This is an optimization exercise on Yosys and OpenROAD, whose aim is small area, a short achievable clock period and few clock cycles per item, not a production implementation.
At most, simulation tests tie the RTL to the original design; equivalence was not proved.

## cpuops
module	cpuops(i_clk,i_reset, i_stb, i_op, i_a, i_b, o_c, o_f, o_valid,
			o_busy);
Size in the first run: about 2500 cells after synthesis, ~120 flip-flops, about 21000 sq um of cells after synthesis.
export LEC_CHECK = 0
export CAP_MARGIN = 20
export CORE_MARGIN = 2
export CORE_UTILIZATION = 40
export SLEW_MARGIN = 20
create_clock -name core_clock -period 10.0 [get_ports {i_clk}]
standard.sh (not shown) runs the stock make flow with config.mk's settings and CLKGATE_MAP_FILE= SYNTH_SCRIPT=/design/flow/synth_recipe.tcl, a recipe that flattens the netlist after the stock synthesis.
==> flow/flow/run.sh <==
#!/bin/bash
# The standard layout, with the port buffers made of plain buffers
# (sky130_fd_sc_hd__buf_4) instead of the delay cell buffer_ports picks,
# timing repair free to resize them, and timing repair aiming at a setup
# slack of 7 ns. The make log goes to standard_flow.log.
set -euo pipefail
bash standard.sh MATCH_CELL_FOOTPRINT=0 SETUP_SLACK_MARGIN=7 "BUFFER_PORTS_ARGS=-buffer_cell sky130_fd_sc_hd__buf_4" finish > standard_flow.log 2>&1
Testbench counts at the start, summed over its fixed seeds: cycles 28,765, items 16,384.
Then changed:
==> flow/flow/run.sh (replaced) <==
#!/bin/bash
# The standard layout, with the port buffers made of plain buffers
# (sky130_fd_sc_hd__buf_4) instead of the delay cell buffer_ports picks,
# timing repair free to resize them, and timing repair aiming at a setup
# slack of 6 ns. The make log goes to standard_flow.log.
set -euo pipefail
bash standard.sh MATCH_CELL_FOOTPRINT=0 SETUP_SLACK_MARGIN=6 "BUFFER_PORTS_ARGS=-buffer_cell sky130_fd_sc_hd__buf_4" finish > standard_flow.log 2>&1
What happened: Sequential share of layout area went up by 0.18 points. Wire length is higher slightly. Cell count goes down by a few percent. Synthesized area is unchanged. Die area stays the same. Via count drops slightly. Setup slack gains 35 ps. Fmax grows slightly. Hold slack improves by 3.7 ps. Register-to-register slack gains 40 ps.
Then changed:
==> flow/run.sh (new file) <==
#!/bin/bash
# synth_recipe.tcl (not shown) runs the flow's synth.tcl, then flattens the netlist and writes it again
# the make line also repeats each setting of config.mk as NAME=value (left out here)
make -C /OpenROAD-flow-scripts/flow DESIGN_CONFIG=/design/flow/config.mk WORK_HOME=/design/flow/orfs CLKGATE_MAP_FILE= SYNTH_SCRIPT=/design/flow/synth_recipe.tcl finish
SETUP_SLACK_MARGIN = 5   (was unset)
removed: flow/flow/run.sh
removed: flow/standard.sh
=> Worst hold slack improves by 25 ps. Core utilization drops by 3.1 points. Sequential share of layout area climbs by 0.45 points.
Then changed:
==> flow/flow/run.sh (new file) <==
#!/bin/bash
# The standard layout, with the port buffers made of plain buffers
# (sky130_fd_sc_hd__buf_4) instead of the delay cell buffer_ports picks,
# and timing repair free to resize them. The make log goes to standard_flow.log.
set -euo pipefail
bash standard.sh MATCH_CELL_FOOTPRINT=0 "BUFFER_PORTS_ARGS=-buffer_cell sky130_fd_sc_hd__buf_4" finish > standard_flow.log 2>&1
==> flow/standard.sh (new file) <==
#!/bin/bash
# synth_recipe.tcl (not shown) runs the flow's synth.tcl, then flattens the netlist and writes it again
# the make line also repeats each setting of config.mk as NAME=value (left out here)
make -C /OpenROAD-flow-scripts/flow DESIGN_CONFIG=/design/flow/config.mk WORK_HOME=/design/flow/orfs CLKGATE_MAP_FILE= SYNTH_SCRIPT=/design/flow/synth_recipe.tcl "${@:-finish}"
ABC_AREA = 1   (was unset)
removed: flow/run.sh
The new run finished clean. Flip-flop and latch count does not change. Final area came out lower by 0.68%. Global-route usage grows by 0.80 points. Cell count climbs by 26%. Sequential share of layout area is about the same. Synthesized area goes up by 2.8%.
Then changed:
==> flow/run.sh (new file) <==
#!/bin/bash
# synth_recipe.tcl (not shown) runs the flow's synth.tcl, then flattens the netlist and writes it again
# the make line also repeats each setting of config.mk as NAME=value (left out here)
make -C /OpenROAD-flow-scripts/flow DESIGN_CONFIG=/design/flow/config.mk WORK_HOME=/design/flow/orfs CLKGATE_MAP_FILE= SYNTH_SCRIPT=/design/flow/synth_recipe.tcl finish
ABC_AREA = unset   (was 1)
SETUP_SLACK_MARGIN = 4.5   (was 5)
removed: flow/flow/run.sh
removed: flow/standard.sh
Outcome:
- The changed run finished clean
- final area decreases by 7.3%
- via count drops by about 14%
- final cell count goes down by 23%
- die area is lower by about 2.7%
- fmax decreases by 9.2%
- core utilization falls by 1.8 points
- sequential cell count stays the same
- global-route usage shrinks by 2.6 points
- worst hold slack gets worse by 16 ps

---

Another version of the RTL of cpuops (not shown whole).
For scale: about 3100 cells after synthesis, ~190 flip-flops, ~110 I/O pins, about 22000 um^2 of cells after synthesis.
==> flow/config.mk <==
export PLATFORM = sky130hd
export DESIGN_NAME = cpuops
export DESIGN_NICKNAME = cpuops
export VERILOG_FILES = /design/flow/design.v
export SDC_FILE = /design/flow/constraint.sdc
export NUM_CORES = 4
export LEC_CHECK = 0
export ABC_AREA = 1
export CAP_MARGIN = 20
export CORE_MARGIN = 2
export CORE_UTILIZATION = 40
export SETUP_SLACK_MARGIN = 5
export SLEW_MARGIN = 20
==> flow/constraint.sdc <==
create_clock -name core_clock -period 10.0 [get_ports {i_clk}]
set_input_delay 2.0000 -clock core_clock [delete_from_list [all_inputs] [get_ports {i_clk}]]
set_output_delay 2.0000 -clock core_clock [all_outputs]
set_load 0.01 [all_outputs]
==> flow/flow/run.sh <==
#!/bin/bash
# The standard layout, with the port buffers made of plain buffers
# (sky130_fd_sc_hd__buf_4) instead of the delay cell buffer_ports picks,
# and timing repair free to resize them. The make log goes to standard_flow.log.
set -euo pipefail
bash standard.sh MATCH_CELL_FOOTPRINT=0 "BUFFER_PORTS_ARGS=-buffer_cell sky130_fd_sc_hd__buf_4" finish > standard_flow.log 2>&1
The first run completed with no timing, DRC or antenna violations.
Testbench counts at the start, summed over its fixed seeds: cycles 28,765, items 16,384.
Change:
- SETUP_SLACK_MARGIN: 5 -> 4.5
Cell area went down by 2.2%.
Routed wire length went down by 1.2%.
Maximum frequency went down by 7.7%.
Setup slack is worse by 0.41 ns.
Change:
==> flow/flow/run.sh (replaced) <==
#!/bin/bash
# The standard layout, with the port buffers made of plain buffers
# (sky130_fd_sc_hd__buf_2) instead of the delay cell buffer_ports picks,
# timing repair free to resize them, and aiming at a setup slack of 5.5 ns. The make log goes to standard_flow.log.
set -euo pipefail
bash standard.sh MATCH_CELL_FOOTPRINT=0 SETUP_SLACK_MARGIN=5.5 "BUFFER_PORTS_ARGS=-buffer_cell sky130_fd_sc_hd__buf_2" finish > standard_flow.log 2>&1
- SETUP_SLACK_MARGIN: 4.5 -> not set
Result: Utilization grows by 3.6 points; wire length went up by 4.6%; via count rose by 3.7%; clock skew stays flat; synthesized area does not change; sequential share of layout area drops by 0.83 points; non-clock buffer count climbs by 89; worst setup slack improves by 0.53 ns; global-route usage came out higher by 1.2 points.
Change:
==> flow/flow/run.sh (replaced) <==
#!/bin/bash
# The standard layout, with the port buffers made of plain buffers
# (sky130_fd_sc_hd__buf_2) instead of the delay cell buffer_ports picks,
# and timing repair free to resize them. The make log goes to standard_flow.log.
set -euo pipefail
bash standard.sh MATCH_CELL_FOOTPRINT=0 "BUFFER_PORTS_ARGS=-buffer_cell sky130_fd_sc_hd__buf_2" finish > standard_flow.log 2>&1
- CORE_UTILIZATION: 40 -> 45
- SETUP_SLACK_MARGIN: not set -> 5
Result: Worst setup slack got worse by 0.12 ns. Global-route usage climbs by 4.2 points. Cell area drops by 6.8%. Count of clock-buffer cells in the layout does not change. Wire length drops by 2.7%.
Change:
==> flow/flow/run.sh (replaced) <==
#!/bin/bash
# The standard layout, with the port buffers made of plain buffers
# (sky130_fd_sc_hd__buf_2) instead of the delay cell buffer_ports picks,
# timing repair free to resize them, and aiming at a setup slack of 5.25 ns. The make log goes to standard_flow.log.
set -euo pipefail
bash standard.sh MATCH_CELL_FOOTPRINT=0 SETUP_SLACK_MARGIN=5.25 "BUFFER_PORTS_ARGS=-buffer_cell sky130_fd_sc_hd__buf_2" finish > standard_flow.log 2>&1
- SETUP_SLACK_MARGIN: 5 -> not set
=>
- final cell count grows by about 0.7%
- final area grows by about 2.8%
- wire length grows by about 1.1%
- via count grows by 1.1%
- synthesized area stays the same

---

Another version of the RTL of cpuops (not shown whole).
Size in the first run: about 2700 cells after synthesis, ~150 flip-flops, roughly 110 I/O pins.
export LEC_CHECK = 0
export CAP_MARGIN = 20
export CORE_MARGIN = 2
export CORE_UTILIZATION = 40
export SETUP_SLACK_MARGIN = 4.5
export SLEW_MARGIN = 20
create_clock -name core_clock -period 10.0 [get_ports {i_clk}]
run.sh (not shown) runs the stock make flow with config.mk's settings and CLKGATE_MAP_FILE= SYNTH_SCRIPT=/design/flow/synth_recipe.tcl, a recipe that flattens the netlist after the stock synthesis.
Stock flow here: none of the scripts above is used.
The baseline completed without violations.
==> next run, changes <==
==> flow/flow/run.sh (new file) <==
#!/bin/bash
# The standard layout, with timing repair free to resize the port buffers
# (MATCH_CELL_FOOTPRINT=0). Each tool's output goes to its own log here.
set -euo pipefail
bash standard.sh MATCH_CELL_FOOTPRINT=0 finish > standard_flow.log 2>&1
==> flow/standard.sh (new file) <==
#!/bin/bash
# synth_recipe.tcl (not shown) runs the flow's synth.tcl, then flattens the netlist and writes it again
# the make line also repeats each setting of config.mk as NAME=value (left out here)
make -C /OpenROAD-flow-scripts/flow DESIGN_CONFIG=/design/flow/config.mk WORK_HOME=/design/flow/orfs CLKGATE_MAP_FILE= SYNTH_SCRIPT=/design/flow/synth_recipe.tcl "${@:-finish}"
removed: flow/run.sh
Effect: Synthesized cell count is unchanged. Sequential share of layout area hardly moves. Core utilization rises by 0.23 points. First-iteration DRC count increases by 1.4%.
Function was not checked in any run of this note: the RTL went through the layout flow alone.

---

## job 4120
cpuops with an RTL version that a note above also has.
For scale: ~3100 cells after synthesis, roughly 190 flip-flops, ~110 I/O pins.
## cpuops
module	cpuops(i_clk,i_reset, i_stb, i_op, i_a, i_b, o_c, o_f, o_valid,
			o_busy);
==> flow/config.mk <==
export PLATFORM = sky130hd
export DESIGN_NAME = cpuops
export DESIGN_NICKNAME = cpuops
export VERILOG_FILES = /design/flow/design.v
export SDC_FILE = /design/flow/constraint.sdc
export NUM_CORES = 4
export LEC_CHECK = 0
export ABC_AREA = 1
export CAP_MARGIN = 20
export CORE_MARGIN = 2
export CORE_UTILIZATION = 40
export SLEW_MARGIN = 20
==> flow/constraint.sdc <==
create_clock -name core_clock -period 10.0 [get_ports {i_clk}]
set_input_delay 2.0000 -clock core_clock [delete_from_list [all_inputs] [get_ports {i_clk}]]
set_output_delay 2.0000 -clock core_clock [all_outputs]
set_load 0.01 [all_outputs]
standard.sh (not shown) runs the stock make flow with config.mk's settings and CLKGATE_MAP_FILE= SYNTH_SCRIPT=/design/flow/synth_recipe.tcl, a recipe that flattens the netlist after the stock synthesis.
==> flow/flow/run.sh <==
#!/bin/bash
# The standard layout, with the port buffers made of plain buffers
# (sky130_fd_sc_hd__buf_2) instead of the delay cell buffer_ports picks,
# timing repair free to resize them, and aiming at a setup slack of 5.25 ns. The make log goes to standard_flow.log.
set -euo pipefail
bash standard.sh MATCH_CELL_FOOTPRINT=0 SETUP_SLACK_MARGIN=5.25 "BUFFER_PORTS_ARGS=-buffer_cell sky130_fd_sc_hd__buf_2" finish > standard_flow.log 2>&1
Testbench counts of job 4120, summed over its fixed seeds: cycles 28,765, items 16,384.
## Diff of input files: job 9121 against job 4120
- an added SETUP_SLACK_MARGIN of 5
==> flow/flow/run.sh <==
#!/bin/bash
# The standard layout, with the port buffers made of plain buffers
# (sky130_fd_sc_hd__buf_2) instead of the delay cell buffer_ports picks,
# and timing repair free to resize them. The make log goes to standard_flow.log.
set -euo pipefail
bash standard.sh MATCH_CELL_FOOTPRINT=0 "BUFFER_PORTS_ARGS=-buffer_cell sky130_fd_sc_hd__buf_2" finish > standard_flow.log 2>&1
Notes after the runs:
- STATUS first-iteration DRC count: job 9121 wins against job 4120
- Compared job 9121 vs job 4120, and post-synthesis to final-layout area growth is down in job 9121.
- Worst-case headroom to the max-slew limit, job 4120 and job 9121: larger value in job 4120
- On post-route cell area, job 4120 loses to job 9121.
- The cell at the slowest stage of the critical path comes out sky130_fd_sc_hd__dfxtp_4 in one run and sky130_fd_sc_hd__dfxtp_2 in the other, namely in job 4120 and job 9121 respectively.
- Core utilization | job 9121 below job 4120
- Worst setup margin: job 4120 and job 9121 compared, lower one is job 9121
The inputs of job 7596 differ from those of job 9121 as listed below.
==> flow/flow/run.sh <==
#!/bin/bash
# The standard layout, with the port buffers made of plain buffers
# (sky130_fd_sc_hd__buf_1) instead of the delay cell buffer_ports picks,
# and timing repair free to resize them. The make log goes to standard_flow.log.
set -euo pipefail
bash standard.sh MATCH_CELL_FOOTPRINT=0 "BUFFER_PORTS_ARGS=-buffer_cell sky130_fd_sc_hd__buf_1" finish > standard_flow.log 2>&1
Results
Per the final summary, job 7596 finished and its layout is clean on timing, DRC and antenna. Compare job 7596 and job 9121 | total of clock buffers placed in the layout higher: job 7596. In job 7596 the final core utilization turned out 0.15 points lower than in job 9121. Delta (job 7596 minus job 9121): required time of the critical path higher, total half-perimeter wirelength after legalization and detailed placement went down about 8%, final clock period utilization by the worst path flat, logic depth of the worst path, buffers included went down 1. Sequential share of cell area: job 9121 vs job 7596 — no meaningful difference. Compared job 9121 against job 7596; number of instances in the placed design within noise. Comparing data arrival at the endpoint of the critical path for job 7596 and job 9121, the bigger number came from job 7596.

---

cpuops, a different RTL version from the one above (not shown whole).
Size in the first run: ~2600 cells after synthesis, ~120 flip-flops, roughly 110 I/O pins, ~22000 um^2 of cells after synthesis.
// cpuops
module	cpuops(i_clk,i_reset, i_stb, i_op, i_a, i_b, o_c, o_f, o_valid,
			o_busy);
clock: 10.0 ns
lec_check: 0
cap_margin: 20
core_margin: 2
core_utilization: 40
setup_slack_margin: 4
slew_margin: 20
==> flow/flow/run.sh <==
#!/bin/bash
# The standard layout, with the port buffers made of plain buffers
# (sky130_fd_sc_hd__buf_4) instead of the delay cell buffer_ports picks,
# and timing repair free to resize them. The make log goes to standard_flow.log.
set -euo pipefail
bash standard.sh MATCH_CELL_FOOTPRINT=0 "BUFFER_PORTS_ARGS=-buffer_cell sky130_fd_sc_hd__buf_4" finish > standard_flow.log 2>&1
Testbench counts at the start, summed over its fixed seeds: cycles 28,765, items 16,384.
Change:
==> flow/run.sh (new file) <==
#!/bin/bash
# synth_recipe.tcl (not shown) runs the flow's synth.tcl, then flattens the netlist and writes it again
# the make line also repeats each setting of config.mk as NAME=value (left out here)
make -C /OpenROAD-flow-scripts/flow DESIGN_CONFIG=/design/flow/config.mk WORK_HOME=/design/flow/orfs CLKGATE_MAP_FILE= SYNTH_SCRIPT=/design/flow/synth_recipe.tcl finish
removed: flow/flow/run.sh
removed: flow/standard.sh
The changed run finished with timing, DRC and antenna clean.
Final cell count grows by 0.55%.
Maximum frequency is about the same.
Sequential share of layout area is about the same.
Die area is unchanged.
Worst setup slack gains 0.016 ns.
Flip-flop and latch count stays the same.
Worst hold slack loses 0.010 ns.
Clock-buffer cell count does not change.
Design area grows by 1.5%.

---

Another version of the RTL of cpuops (not shown whole).
Size in the first run: about 3500 cells after synthesis, ~190 flip-flops, about 110 I/O pins, ~0.026 sq mm of cells after synthesis.
==> flow/config.mk <==
export PLATFORM = sky130hd
export DESIGN_NAME = cpuops
export DESIGN_NICKNAME = cpuops
export VERILOG_FILES = /design/flow/design.v
export SDC_FILE = /design/flow/constraint.sdc
export NUM_CORES = 4
export LEC_CHECK = 0
export ABC_AREA = 1
export CAP_MARGIN = 20
export CORE_MARGIN = 2
export CORE_UTILIZATION = 40
export SETUP_SLACK_MARGIN = 5
export SLEW_MARGIN = 20
export TNS_END_PERCENT = 20
==> flow/constraint.sdc <==
create_clock -name core_clock -period 10.0 [get_ports {i_clk}]
set_input_delay 2.0000 -clock core_clock [delete_from_list [all_inputs] [get_ports {i_clk}]]
set_output_delay 2.0000 -clock core_clock [all_outputs]
set_load 0.01 [all_outputs]
==> flow/flow/run.sh <==
#!/bin/bash
# The standard layout, with the port buffers made of plain buffers
# (sky130_fd_sc_hd__buf_4) instead of the delay cell buffer_ports picks,
# and timing repair free to resize them. The make log goes to standard_flow.log.
set -euo pipefail
bash standard.sh MATCH_CELL_FOOTPRINT=0 "BUFFER_PORTS_ARGS=-buffer_cell sky130_fd_sc_hd__buf_4" finish > standard_flow.log 2>&1
Testbench counts at the start, summed over its fixed seeds: cycles 24,638, items 16,384.
Change:
==> flow/run.sh (new file) <==
#!/bin/bash
# synth_recipe.tcl (not shown) runs the flow's synth.tcl, then flattens the netlist and writes it again
# the make line also repeats each setting of config.mk as NAME=value (left out here)
make -C /OpenROAD-flow-scripts/flow DESIGN_CONFIG=/design/flow/config.mk WORK_HOME=/design/flow/orfs CLKGATE_MAP_FILE= SYNTH_SCRIPT=/design/flow/synth_recipe.tcl finish
ABC_AREA = unset   (was 1)
TNS_END_PERCENT = unset   (was 20)
removed: flow/flow/run.sh
removed: flow/standard.sh
The changed run completed with no timing, DRC or antenna violations; flip-flop and latch count does not change; first-iteration DRC count went down by 14%; synthesized area went up by 3.5%; clock skew is about the same; final area went up by 9.2%; routed wire length went up by 1.2%.
Change:
==> flow/flow/run.sh (new file) <==
#!/bin/bash
# The standard layout, with the port buffers made of plain buffers
# (sky130_fd_sc_hd__buf_4) instead of the delay cell buffer_ports picks,
# and timing repair free to resize them. The make log goes to standard_flow.log.
set -euo pipefail
bash standard.sh MATCH_CELL_FOOTPRINT=0 "BUFFER_PORTS_ARGS=-buffer_cell sky130_fd_sc_hd__buf_4" finish > standard_flow.log 2>&1
==> flow/standard.sh (new file) <==
#!/bin/bash
# synth_recipe.tcl (not shown) runs the flow's synth.tcl, then flattens the netlist and writes it again
# the make line also repeats each setting of config.mk as NAME=value (left out here)
make -C /OpenROAD-flow-scripts/flow DESIGN_CONFIG=/design/flow/config.mk WORK_HOME=/design/flow/orfs CLKGATE_MAP_FILE= SYNTH_SCRIPT=/design/flow/synth_recipe.tcl "${@:-finish}"
ABC_AREA = 1   (was unset)
SETUP_SLACK_MARGIN = 4.5   (was 5)
removed: flow/run.sh
After rerunning: Global-route usage rose by 0.60 points. Area after synthesis fell by a few percent. Worst setup slack degrades by 41 ps. Wire length fell by a few percent. First-iteration DRC count rose by roughly a tenth. Hold slack degrades by 100 ps. Clock-buffer cell count stays the same. Critical path depth rose by 6.
Change:
==> flow/flow/run.sh (replaced) <==
#!/bin/bash
# The standard layout, with the port buffers made of plain buffers
# (sky130_fd_sc_hd__buf_4) instead of the delay cell buffer_ports picks,
# timing repair free to resize them, and timing repair aiming at a setup
# slack of 6 ns. The make log goes to standard_flow.log.
set -euo pipefail
bash standard.sh MATCH_CELL_FOOTPRINT=0 SETUP_SLACK_MARGIN=6 "BUFFER_PORTS_ARGS=-buffer_cell sky130_fd_sc_hd__buf_4" finish > standard_flow.log 2>&1
SETUP_SLACK_MARGIN = unset   (was 4.5)
Result: Die area does not change. Wire length rose by 16%. Hold slack improved by 30 ps. Core utilization rose by 10 points.

-- static timing again, ports no longer ideal --
In the flow no input, the clock included, has a driving cell. The finished layouts below were timed again as built, in two steps. Step 1, drivers: a clkbuf_16 drives i_clk and a buf_2 each remaining input, both assumed. Step 2 times the ports against the registers' clock, not the clock port: input delays grow and output delays shrink by t, the midpoint of the rising clock arrivals with the driver on. Slacks: no drivers / after step 1 / after step 2; pairs: no drivers / after step 1.
| run | t (ns) | slack for setup (ns) | worst setup path after step 2 |
|---|---|---|---|
| the first run of note 1 | 0.492 | 4.761 / 4.761 / 4.460 | input to register |
| the second run of note 1 | 0.497 | 4.797 / 4.797 / 4.451 | input to register |
| the third run of note 1 | 0.496 | 4.771 / 4.771 / 4.385 | input to register |
| the fourth run of note 1 | 0.498 | 4.983 / 4.983 / 4.660 | input to register |
| the fifth run of note 1 | 0.494 | 4.473 / 4.493 / 3.999 | input to register |
| the first run of note 2 | 0.514 | 5.069 / 5.054 / 5.069 | register to register |
| the second run of note 2 | 0.518 | 4.657 / 4.602 / 4.748 | register to register |
| the third run of note 2 | 0.550 | 5.187 / 5.130 / 5.093 | input to register |
| the fourth run of note 2 | 0.549 | 5.067 / 5.011 / 5.018 | input to register |
| the fifth run of note 2 | 0.548 | 5.166 / 5.110 / 4.984 | input to register |
| the first run of note 3 | 0.493 | 3.113 / 3.113 / 3.113 | register to register |
| the second run of note 3 | 0.495 | 3.195 / 3.195 / 3.195 | register to register |
| job 4120 | 0.544 | 5.222 / 5.169 / 5.074 | input to register |
| job 9121 | 0.552 | 5.048 / 4.991 / 5.025 | input to register |
| job 7596 | 0.533 | 5.049 / 5.040 / 5.049 | register to register |
| the first run of note 5 | 0.477 | 4.172 / 4.172 / 3.884 | input to register |
| the second run of note 5 | 0.476 | 4.189 / 4.189 / 3.771 | input to register |
| the first run of note 6 | 0.519 | 4.998 / 4.941 / 5.014 | register to register |
| the second run of note 6 | 0.552 | 4.715 / 4.654 / 4.524 | input to register |
| the third run of note 6 | 0.523 | 4.674 / 4.661 / 4.674 | register to register |
| the fourth run of note 6 | 0.540 | 5.214 / 5.153 / 5.229 | input to register |
After both steps setup and hold are still met in every run listed. The setup slack of the fifth run of note 1, which loses most, moves by +0.020 ns with the drivers and by -0.474 ns with both steps.
